This is an optimization exercise on Yosys and OpenROAD, whose aim is small area, not a production implementation. Only the layout flow was run in this run; the RTL was not checked for function there.

==> design.v <==
package R2SdfDefinesPkg;
  localparam int DW = 16, FW = DW - 1;
  function automatic logic signed [DW-1:0] cmul_re(
      input logic signed [DW-1:0] ar, input logic signed [DW-1:0] ai,
      input logic signed [DW-1:0] br, input logic signed [DW-1:0] bi);
    logic signed [DW*2-1:0] p;
    p = (DW * 2)'(ar) * br - (DW * 2)'(ai) * bi;
    cmul_re = p[FW+DW-1:FW];
  endfunction
  function automatic logic signed [DW-1:0] cmul_im(
      input logic signed [DW-1:0] ar, input logic signed [DW-1:0] ai,
      input logic signed [DW-1:0] br, input logic signed [DW-1:0] bi);
    logic signed [DW*2-1:0] p;
    p = (DW * 2)'(ar) * bi + (DW * 2)'(ai) * br;
    cmul_im = p[FW+DW-1:FW];
  endfunction
  function automatic logic signed [DW-1:0] radd(
      input logic signed [DW-1:0] a, input logic signed [DW-1:0] b, input logic sc);
    logic signed [DW:0] s;
    s = ((DW + 1)'(a) + b) >>> sc;
    radd = s[DW-1:0];
  endfunction
  function automatic logic signed [DW-1:0] rsub(
      input logic signed [DW-1:0] a, input logic signed [DW-1:0] b, input logic sc);
    logic signed [DW:0] s;
    s = ((DW + 1)'(a) - b) >>> sc;
    rsub = s[DW-1:0];
  endfunction
endpackage
module DelayChain #(
    parameter int DW  = 8,
    parameter int LEN = 4
) (
    input  wire             clk,
    input  wire             rst_n,
    input  wire             en,
    input  wire  [DW-1 : 0] in,
    output logic [DW-1 : 0] out
);
  generate
    if (LEN == 0) begin : g_wire
      assign out = in;
    end else begin : g_chain
      logic [DW-1 : 0] dly[LEN];
      always_ff @(posedge clk, negedge rst_n) begin
        if (!rst_n) begin
          for (int i = 0; i < LEN; i++) dly[i] <= '0;
        end else if (en) begin
          dly[0] <= in;
          for (int i = 1; i < LEN; i++) dly[i] <= dly[i-1];
        end
      end
      assign out = dly[LEN-1];
    end
  endgenerate
endmodule
module DelayChainMem #(
    parameter int DW  = 8,
    parameter int LEN = 4
) (
    input  wire             clk,
    input  wire             rst_n,
    input  wire             en,
    input  wire  [DW-1 : 0] din,
    output logic [DW-1 : 0] dout
);
  logic [DW-1 : 0] dly[LEN];
  always_ff @(posedge clk) begin
    if (en) begin
      dly[0] <= din;
      for (int i = 1; i < LEN; i++) dly[i] <= dly[i-1];
    end
  end
  assign dout = dly[LEN-1];
endmodule
module R2SdfCoefRom #(
    parameter int    DW = 16,
    parameter int    AW = 8,
    parameter        RI = "Real"
) (
  input  wire                      clk,
  input  wire                      en,
  input  wire         [AW - 1 : 0] addr,
  output logic signed [DW - 1 : 0] qout
);
  logic signed [15:0] rom_q;
  generate
    if (AW == 1 && RI == "Real") begin : g_real1
      always_comb begin
        case (addr)
          1'd0: rom_q = 16'sd32767;
          1'd1: rom_q = 16'sd0;
          default: rom_q = 16'sd0;
        endcase
      end
    end
    else if (AW == 1 && RI == "Imag") begin : g_imag1
      always_comb begin
        case (addr)
          1'd0: rom_q = 16'sd0;
          1'd1: rom_q = 16'sd32767;
          default: rom_q = 16'sd0;
        endcase
      end
    end
    else if (AW == 2 && RI == "Real") begin : g_real2
      always_comb begin
        case (addr)
          2'd0: rom_q = 16'sd32767;
          2'd1: rom_q = 16'sd23170;
          2'd2: rom_q = 16'sd0;
          2'd3: rom_q = -16'sd23170;
          default: rom_q = 16'sd0;
        endcase
      end
    end
    else if (AW == 2 && RI == "Imag") begin : g_imag2
      always_comb begin
        case (addr)
          2'd0: rom_q = 16'sd0;
          2'd1: rom_q = 16'sd23170;
          2'd2: rom_q = 16'sd32767;
          2'd3: rom_q = 16'sd23170;
          default: rom_q = 16'sd0;
        endcase
      end
    end
    else if (AW == 3 && RI == "Real") begin : g_real3
      always_comb begin
        case (addr)
          3'd0: rom_q = 16'sd32767;
          3'd1: rom_q = 16'sd30273;
          3'd2: rom_q = 16'sd23170;
          3'd3: rom_q = 16'sd12539;
          3'd4: rom_q = 16'sd0;
          3'd5: rom_q = -16'sd12539;
          3'd6: rom_q = -16'sd23170;
          3'd7: rom_q = -16'sd30273;
          default: rom_q = 16'sd0;
        endcase
      end
    end
    else if (AW == 3 && RI == "Imag") begin : g_imag3
      always_comb begin
        case (addr)
          3'd0: rom_q = 16'sd0;
          3'd1: rom_q = 16'sd12539;
          3'd2: rom_q = 16'sd23170;
          3'd3: rom_q = 16'sd30273;
          3'd4: rom_q = 16'sd32767;
          3'd5: rom_q = 16'sd30273;
          3'd6: rom_q = 16'sd23170;
          3'd7: rom_q = 16'sd12539;
          default: rom_q = 16'sd0;
        endcase
      end
    end
    else if (AW == 4 && RI == "Real") begin : g_real4
      always_comb begin
        case (addr)
          4'd0: rom_q = 16'sd32767;
          4'd1: rom_q = 16'sd32137;
          4'd2: rom_q = 16'sd30273;
          4'd3: rom_q = 16'sd27245;
          4'd4: rom_q = 16'sd23170;
          4'd5: rom_q = 16'sd18204;
          4'd6: rom_q = 16'sd12539;
          4'd7: rom_q = 16'sd6393;
          4'd8: rom_q = 16'sd0;
          4'd9: rom_q = -16'sd6393;
          4'd10: rom_q = -16'sd12539;
          4'd11: rom_q = -16'sd18204;
          4'd12: rom_q = -16'sd23170;
          4'd13: rom_q = -16'sd27245;
          4'd14: rom_q = -16'sd30273;
          4'd15: rom_q = -16'sd32137;
          default: rom_q = 16'sd0;
        endcase
      end
    end
    else if (AW == 4 && RI == "Imag") begin : g_imag4
      always_comb begin
        case (addr)
          4'd0: rom_q = 16'sd0;
          4'd1: rom_q = 16'sd6393;
          4'd2: rom_q = 16'sd12539;
          4'd3: rom_q = 16'sd18204;
          4'd4: rom_q = 16'sd23170;
          4'd5: rom_q = 16'sd27245;
          4'd6: rom_q = 16'sd30273;
          4'd7: rom_q = 16'sd32137;
          4'd8: rom_q = 16'sd32767;
          4'd9: rom_q = 16'sd32137;
          4'd10: rom_q = 16'sd30273;
          4'd11: rom_q = 16'sd27245;
          4'd12: rom_q = 16'sd23170;
          4'd13: rom_q = 16'sd18204;
          4'd14: rom_q = 16'sd12539;
          4'd15: rom_q = 16'sd6393;
          default: rom_q = 16'sd0;
        endcase
      end
    end
    else if (AW == 5 && RI == "Real") begin : g_real5
      always_comb begin
        case (addr)
          5'd0: rom_q = 16'sd32767;
          5'd1: rom_q = 16'sd32609;
          5'd2: rom_q = 16'sd32137;
          5'd3: rom_q = 16'sd31356;
          5'd4: rom_q = 16'sd30273;
          5'd5: rom_q = 16'sd28898;
          5'd6: rom_q = 16'sd27245;
          5'd7: rom_q = 16'sd25329;
          5'd8: rom_q = 16'sd23170;
          5'd9: rom_q = 16'sd20787;
          5'd10: rom_q = 16'sd18204;
          5'd11: rom_q = 16'sd15446;
          5'd12: rom_q = 16'sd12539;
          5'd13: rom_q = 16'sd9512;
          5'd14: rom_q = 16'sd6393;
          5'd15: rom_q = 16'sd3212;
          5'd16: rom_q = 16'sd0;
          5'd17: rom_q = -16'sd3212;
          5'd18: rom_q = -16'sd6393;
          5'd19: rom_q = -16'sd9512;
          5'd20: rom_q = -16'sd12539;
          5'd21: rom_q = -16'sd15446;
          5'd22: rom_q = -16'sd18204;
          5'd23: rom_q = -16'sd20787;
          5'd24: rom_q = -16'sd23170;
          5'd25: rom_q = -16'sd25329;
          5'd26: rom_q = -16'sd27245;
          5'd27: rom_q = -16'sd28898;
          5'd28: rom_q = -16'sd30273;
          5'd29: rom_q = -16'sd31356;
          5'd30: rom_q = -16'sd32137;
          5'd31: rom_q = -16'sd32609;
          default: rom_q = 16'sd0;
        endcase
      end
    end
    else if (AW == 5 && RI == "Imag") begin : g_imag5
      always_comb begin
        case (addr)
          5'd0: rom_q = 16'sd0;
          5'd1: rom_q = 16'sd3212;
          5'd2: rom_q = 16'sd6393;
          5'd3: rom_q = 16'sd9512;
          5'd4: rom_q = 16'sd12539;
          5'd5: rom_q = 16'sd15446;
          5'd6: rom_q = 16'sd18204;
          5'd7: rom_q = 16'sd20787;
          5'd8: rom_q = 16'sd23170;
          5'd9: rom_q = 16'sd25329;
          5'd10: rom_q = 16'sd27245;
          5'd11: rom_q = 16'sd28898;
          5'd12: rom_q = 16'sd30273;
          5'd13: rom_q = 16'sd31356;
          5'd14: rom_q = 16'sd32137;
          5'd15: rom_q = 16'sd32609;
          5'd16: rom_q = 16'sd32767;
          5'd17: rom_q = 16'sd32609;
          5'd18: rom_q = 16'sd32137;
          5'd19: rom_q = 16'sd31356;
          5'd20: rom_q = 16'sd30273;
          5'd21: rom_q = 16'sd28898;
          5'd22: rom_q = 16'sd27245;
          5'd23: rom_q = 16'sd25329;
          5'd24: rom_q = 16'sd23170;
          5'd25: rom_q = 16'sd20787;
          5'd26: rom_q = 16'sd18204;
          5'd27: rom_q = 16'sd15446;
          5'd28: rom_q = 16'sd12539;
          5'd29: rom_q = 16'sd9512;
          5'd30: rom_q = 16'sd6393;
          5'd31: rom_q = 16'sd3212;
          default: rom_q = 16'sd0;
        endcase
      end
    end
    else begin : g_none
      always_comb rom_q = 16'sd0;
    end
  endgenerate
  always_ff @(posedge clk) begin
    if (en) qout <= DW'(rom_q);
  end
endmodule
module Bf2 (
    input  wire  signed [15:0] x0_re,
    input  wire  signed [15:0] x0_im,
    input  wire  signed [15:0] x1_re,
    input  wire  signed [15:0] x1_im,
    output logic signed [15:0] z0_re,
    output logic signed [15:0] z0_im,
    output logic signed [15:0] z1_re,
    output logic signed [15:0] z1_im,
    input  wire                sel,
    input  wire                scale
);
  always_comb z0_re = ~sel ? x0_re : R2SdfDefinesPkg::radd(x0_re, x1_re, scale);
  always_comb z0_im = ~sel ? x0_im : R2SdfDefinesPkg::radd(x0_im, x1_im, scale);
  always_comb z1_re = ~sel ? x1_re : R2SdfDefinesPkg::rsub(x0_re, x1_re, scale);
  always_comb z1_im = ~sel ? x1_im : R2SdfDefinesPkg::rsub(x0_im, x1_im, scale);
endmodule
module R2Sdf #(
    parameter int STG = 4
) (
    input  wire                clk,
    input  wire                rst_n,
    input  wire                en,
    input  wire                scale,
    input  wire                invexp,
    input  wire  signed [15:0] in_re,
    input  wire  signed [15:0] in_im,
    input  wire                in_sync,
    output logic signed [15:0] out_re,
    output logic signed [15:0] out_im,
    output logic               out_sync
);
  logic [STG - 1 : 0] ccnt, ccnt_next;
  assign ccnt_next = in_sync ? '0 : ccnt + 1'b1;
  always_ff @(posedge clk, negedge rst_n) begin
    if (!rst_n) ccnt <= '0;
    else if (en) ccnt <= ccnt_next;
  end
  always_ff @(posedge clk, negedge rst_n) begin
    if (!rst_n) out_sync <= '0;
    else if (en) out_sync <= ccnt == STG'(STG * 2 - 4);
  end
  logic [STG-1:0][15:0] bf2_x0_re, bf2_x1_re, bf2_z0_re, bf2_z1_re;
  logic [STG-1:0][15:0] bf2_x0_im, bf2_x1_im, bf2_z0_im, bf2_z1_im;
  assign bf2_x1_re[STG-1] = in_re;
  assign bf2_x1_im[STG-1] = in_im;
  always_ff @(posedge clk, negedge rst_n) begin
    if (!rst_n) begin
      out_re <= '0;
      out_im <= '0;
    end else if (en) begin
      out_re <= bf2_z0_re[0];
      out_im <= bf2_z0_im[0];
    end
  end
  generate
    for (genvar s = STG - 1; s >= 0; s--) begin : g_bfStg
      logic s_dly;
      DelayChain #(
          .DW(1),
          .LEN(2 * (STG - s - 1))
      ) dlyCnt (
          .clk  (clk),
          .rst_n(rst_n),
          .en   (en),
          .in   (ccnt[s]),
          .out  (s_dly)
      );
      Bf2 theBf2 (
          .x0_re(bf2_x0_re[s]),
          .x0_im(bf2_x0_im[s]),
          .x1_re(bf2_x1_re[s]),
          .x1_im(bf2_x1_im[s]),
          .z0_re(bf2_z0_re[s]),
          .z0_im(bf2_z0_im[s]),
          .z1_re(bf2_z1_re[s]),
          .z1_im(bf2_z1_im[s]),
          .sel  (s_dly),
          .scale(scale)
      );
      DelayChainMem #(
          .DW(32),
          .LEN(2 ** s)
      ) dcBf2Real (
          .clk  (clk),
          .rst_n(rst_n),
          .en   (en),
          .din  ({bf2_z1_re[s], bf2_z1_im[s]}),
          .dout ({bf2_x0_re[s], bf2_x0_im[s]})
      );
    end
  endgenerate
  generate
    for (genvar s = STG - 2; s >= 0; s--) begin : g_mulStg
      logic [s+1 : 0] cnt_dly;
      DelayChain #(
          .DW(s + 2),
          .LEN(2 * (STG - s - 2))
      ) dlyCnt (
          .clk  (clk),
          .rst_n(rst_n),
          .en   (en),
          .in   (ccnt[s+1 : 0]),
          .out  (cnt_dly)
      );
      logic signed [15:0] mulin_re, mulin_im, w_re, w_im, wc_im;
      logic [s : 0] waddr;
      always_ff @(posedge clk, negedge rst_n) begin
        if (!rst_n) begin
          mulin_re <= '0;
          mulin_im <= '0;
        end else if (en) begin
          mulin_re <= bf2_z0_re[s+1];
          mulin_im <= bf2_z0_im[s+1];
        end
      end
      assign waddr = cnt_dly[s+1] ? '0 : cnt_dly[s : 0];
      R2SdfCoefRom #(
          .DW(16),
          .AW(s + 1),
          .RI("Real")
      ) wReal (
          .clk (clk),
          .en  (en),
          .addr(waddr),
          .qout(w_re)
      );
      R2SdfCoefRom #(
          .DW(16),
          .AW(s + 1),
          .RI("Imag")
      ) wImag (
          .clk (clk),
          .en  (en),
          .addr(waddr),
          .qout(w_im)
      );
      assign wc_im = invexp ? -w_im : w_im;
      always_ff @(posedge clk, negedge rst_n) begin
        if (!rst_n) begin
          bf2_x1_re[s] <= '0;
          bf2_x1_im[s] <= '0;
        end else if (en) begin
          bf2_x1_re[s] <= R2SdfDefinesPkg::cmul_re(mulin_re, mulin_im, w_re, wc_im);
          bf2_x1_im[s] <= R2SdfDefinesPkg::cmul_im(mulin_re, mulin_im, w_re, wc_im);
        end
      end
    end
  endgenerate
endmodule
==> run.sh <==
#!/bin/bash
# synth_recipe.tcl (not shown) runs the flow's synth.tcl, then flattens the netlist and writes it again
# the make line also repeats each setting of config.mk as NAME=value (left out here)
make -C /OpenROAD-flow-scripts/flow DESIGN_CONFIG=/design/flow/config.mk WORK_HOME=/design/flow/orfs CLKGATE_MAP_FILE= SYNTH_SCRIPT=/design/flow/synth_recipe.tcl finish
==> config.mk <==
export PLATFORM = sky130hd
export DESIGN_NAME = R2Sdf
export DESIGN_NICKNAME = R2Sdf
export VERILOG_FILES = /design/flow/design.v
export SDC_FILE = /design/flow/constraint.sdc
export NUM_CORES = 4
export LEC_CHECK = 0
export CAP_MARGIN = 20
export CORE_MARGIN = 2
export CORE_UTILIZATION = 40
export SLEW_MARGIN = 20
==> constraint.sdc <==
create_clock -name core_clock -period 12.0 [get_ports {clk}]
set_input_delay 2.4000 -clock core_clock [delete_from_list [all_inputs] [get_ports {clk}]]
set_output_delay 2.4000 -clock core_clock [all_outputs]
set_load 0.01 [all_outputs]
==> flow_summary.toml <==
[clock_tree]
path_clk_slew_ns = 0.09
postCtsSetupRepairBufs = 0
ctsRootBufferMaster = "clkbuf_16"
clkSinkCount = 749
h-tree-depth = 3
clock_path_buffers = 3
numCtsBuffers = 85
cts_tree = "built"
ctsHoldBuffers = 0
clk_latency_ns = 0.73
cts_resized = 0

[sta]
hold_viol_final = 0
rsz0062_at_grt = "false"
fin_ws_ns = 1.42
setup_viol = 0
final-max-slew-violation-count = 0
fin_setup_tns_ns = 0
period_share_pct = 88.1
max_clock_freq_mhz = 94.6
tightest_slew_ns = 1.12
finalClockSkew_ns = 0.0489
timing.slew.headroom_pct = 25.3
layout_min_cycle_time_ns = 10.58

[place]
dpl_worst_slack_ns = 0.502
dp_hpwl_mm = 278
gp_congestion = 0.917
io_buffers = 70
placed_area_um2 = 142000

[logic_synthesis]
async_flop_share_pct = 32.2
syn_nets = 17500
synthFlopType = "edfxtp_1"
synth-edff-count = 508
yosysUniqueCellTypes = 87
synth_most_common_cell = "inv_1"
synth_area_um2 = 136000
synth_cells = 13400
synth.avg_cell_area_um2 = 10.1
yosys_warnings = 26
synth_top_area_share_pct = 43.6
ys_seq_area_share_pct = 15.7
yosys.area.top_type = "fa_1"
ys_ff_latch = 749
synth.area.top_cells = "fa_1 44%, edfxtp_1 11%, ha_1 10%"
synth_common_cells = "3685 x inv_1, 2961 x fa_1, 1131 x ha_1"

[critical_path]
crit_type = "input pin to flop"
arrival_ns = 11.17
rr_startpoint = "g_mulStg[2].wImag.qout[13]$_DFFE_PP_"
cpMostUsedCell = "fa_1"
cp-start-kind = "input pin"
cp_slowest_cell = "xnor2_2"
timing.critical_path.from = "invexp"
cp-end-kind = "flop"
r2r-end = "bf2_x1_im[47]$_DFFE_PN0P_"
cp.required_ns = 12.59
slowest_delay_ns = 0.70
reg2reg_depth = 31
cp_max_fo = 17
ff2ff_setup_slack_ns = 2.97

[routing]
drt_wl_total_mm = 335
drc = 0
ant_nets = 0
vias = 86000
first_pass_iters = 6
via_per_inst = 4.83
wire_per_inst_um = 18.8
drtIter0Drc = 5010

[finish]
fillers = 32600
drive_gt1_share_pct = 2.96
area_growth_pct = 6.49
fin_util_pct = 42.9
nets = 17400
multiInputGateArea_um2 = 99100
final_cell_area_um2 = 145000
register_area_um2 = 21300

[flow_run]
cap_violations = 0

[floorplanning]
die_w_um = 587
core_area_um2 = 337000
rows = 213
fp.dieH_um = 587
io_pins = 71
floorplan.initialDensity_pct = 40.3
die_area_um2 = 344000

[global_routing]
grt_first_pass_wirelength_mm = 543
grt_max_degree = 194
track_usage_pct = 20.2
overflow = 0
grt_antenna_before_repair = 12
grt_pass1_vias = 93200

[outcome]
outcome = "timing/DRC/antenna clean"

[min_path]
min-delay-start = "g_bfStg[3].dcBf2Real.dly[6][3]$_DFFE_PP_"
min_to = "g_bfStg[3].dcBf2Real.dly[7][3]$_DFFE_PP_"
min_path_type = "flop to flop"
holdPathStages = 0
[kinds of logic (layout without fill, tap and decap cells)]
group	after synthesis	in the layout	share of synthesized area, %
buffers and inverters	4164	4065	11.5
adders and majority gates	4093	4093	54.1
and+or+nand+nor	2509	2509	8.83
AOI/OAI and AO/OA	1209	1209	5.43
DFF	749	749	15.7
xor gates and xnor gates	459	459	2.96
muxes	207	207	1.56
other	1	4	0.00276
[metrics by stage]
stage / hold WS [ns] / instances
2_1_floorplan: 0.400 / 13400
3_3_place_gp: 0.400 / 17700
3_5_place_dp: 0.405 / 17700
4_1_cts: 0.397 / 17800
5_1_grt: 0.418 / 17800
6_report: 0.401 / 17800
[per-layer routing]
layer,vias to the layer above,track usage [%],wire length [um]
li1,39700,-,-
met1,44300,28.9,151000
met2,1764,33.0,159000
met3,284,2.63,17500
met4,6,3.63,6720
met5,-,0,41
[critical path, delay by kind of cell]
| kind | cells | cell delay (ns) |
|---|---|---|
| AND/OR/NAND/NOR | 3 | 0.77 |
| adder cells (fa/ha/maj) | 9 | 4.23 |
| multiplexers | 1 | 0.09 |
| XOR/XNOR | 2 | 0.85 |
| AO/OA/AOI/OAI | 6 | 1.45 |
| buffers and inverters | 9 | 1.32 |
[state kept, by name (all words and copies together), names as in the netlist]
register and flops:
bf2_x1_re 48, g_mulStg.mulin_re 48, out_sync 1, ccnt 4, g_mulStg.wReal.qout 17, g_mulStg.mulin_im 48, g_bfStg.dlyCnt.g_chain.dly 2, out_re 16
g_bfStg.dcBf2Real.dly 480, bf2_x1_im 48, out_im 16, g_mulStg.dlyCnt.g_chain.dly 10, g_mulStg.wImag.qout 11
[layout by cell type (no fill, tap or decap), drive strengths merged, types with 108 or more instances in the layout]
cell type / n
mux2i: 172
nor2: 542
inv: 3697
o21ai: 269
nand2b: 112
fa: 2961
dfrtp: 241
ha: 1131
buf: 152
and2: 563
edfxtp: 508
a21oi: 472
xor2: 108
xnor2: 351
nand2: 901
[worst max path at each step]
stage	end	cells past startpoint
4_1_cts	bf2_x1_im[42]$_DFFE_PN0P_	29
3_3_place_gp	bf2_x1_im[42]$_DFFE_PN0P_	29
5_1_grt	bf2_x1_im[15]$_DFFE_PN0P_	29
2_1_floorplan	bf2_x1_re[30]$_DFFE_PN0P_	24
6_report	bf2_x1_im[47]$_DFFE_PN0P_	30
3_5_place_dp	bf2_x1_im[42]$_DFFE_PN0P_	29
[cell type report]
cell class                 count  share of cell area, %
tap                         4515                   3.90
timing repair buffer         219                   1.29
clock inverter                53                  0.473
antenna                        3                0.00519
multi-input combinational   8478                   68.5
sequential                   749                   14.7
inverter                    3689                   9.58
clock buffer                 104                   1.55

port drivers added, routing unchanged:
No port has a modelled driver above. Below, the same layout with a new extraction and two added sets of constraints. Step 1 sets driving cells, clkbuf_16 on the clock port and buf_2 on the other inputs (assumed; they add their load-dependent delay and slew). Step 2 times the ports against the registers' clock, not the clock port: input delays grow and output delays shrink by t, the midpoint of the rising clock arrivals with the driver on. a / b / c = ideal / step 1 / step 2; a / b = the first two.
shift t [ns]: 0.770
setup WS [ns]: 1.425 / 1.464 / 0.694
hold slack, ns: 0.401 / 0.401 / 0.401
worst setup path after step 2: input to register
After both steps setup and hold are still met in this run. For this run, drivers alone change the setup slack by +0.039 ns; drivers and shift together by -0.731 ns.
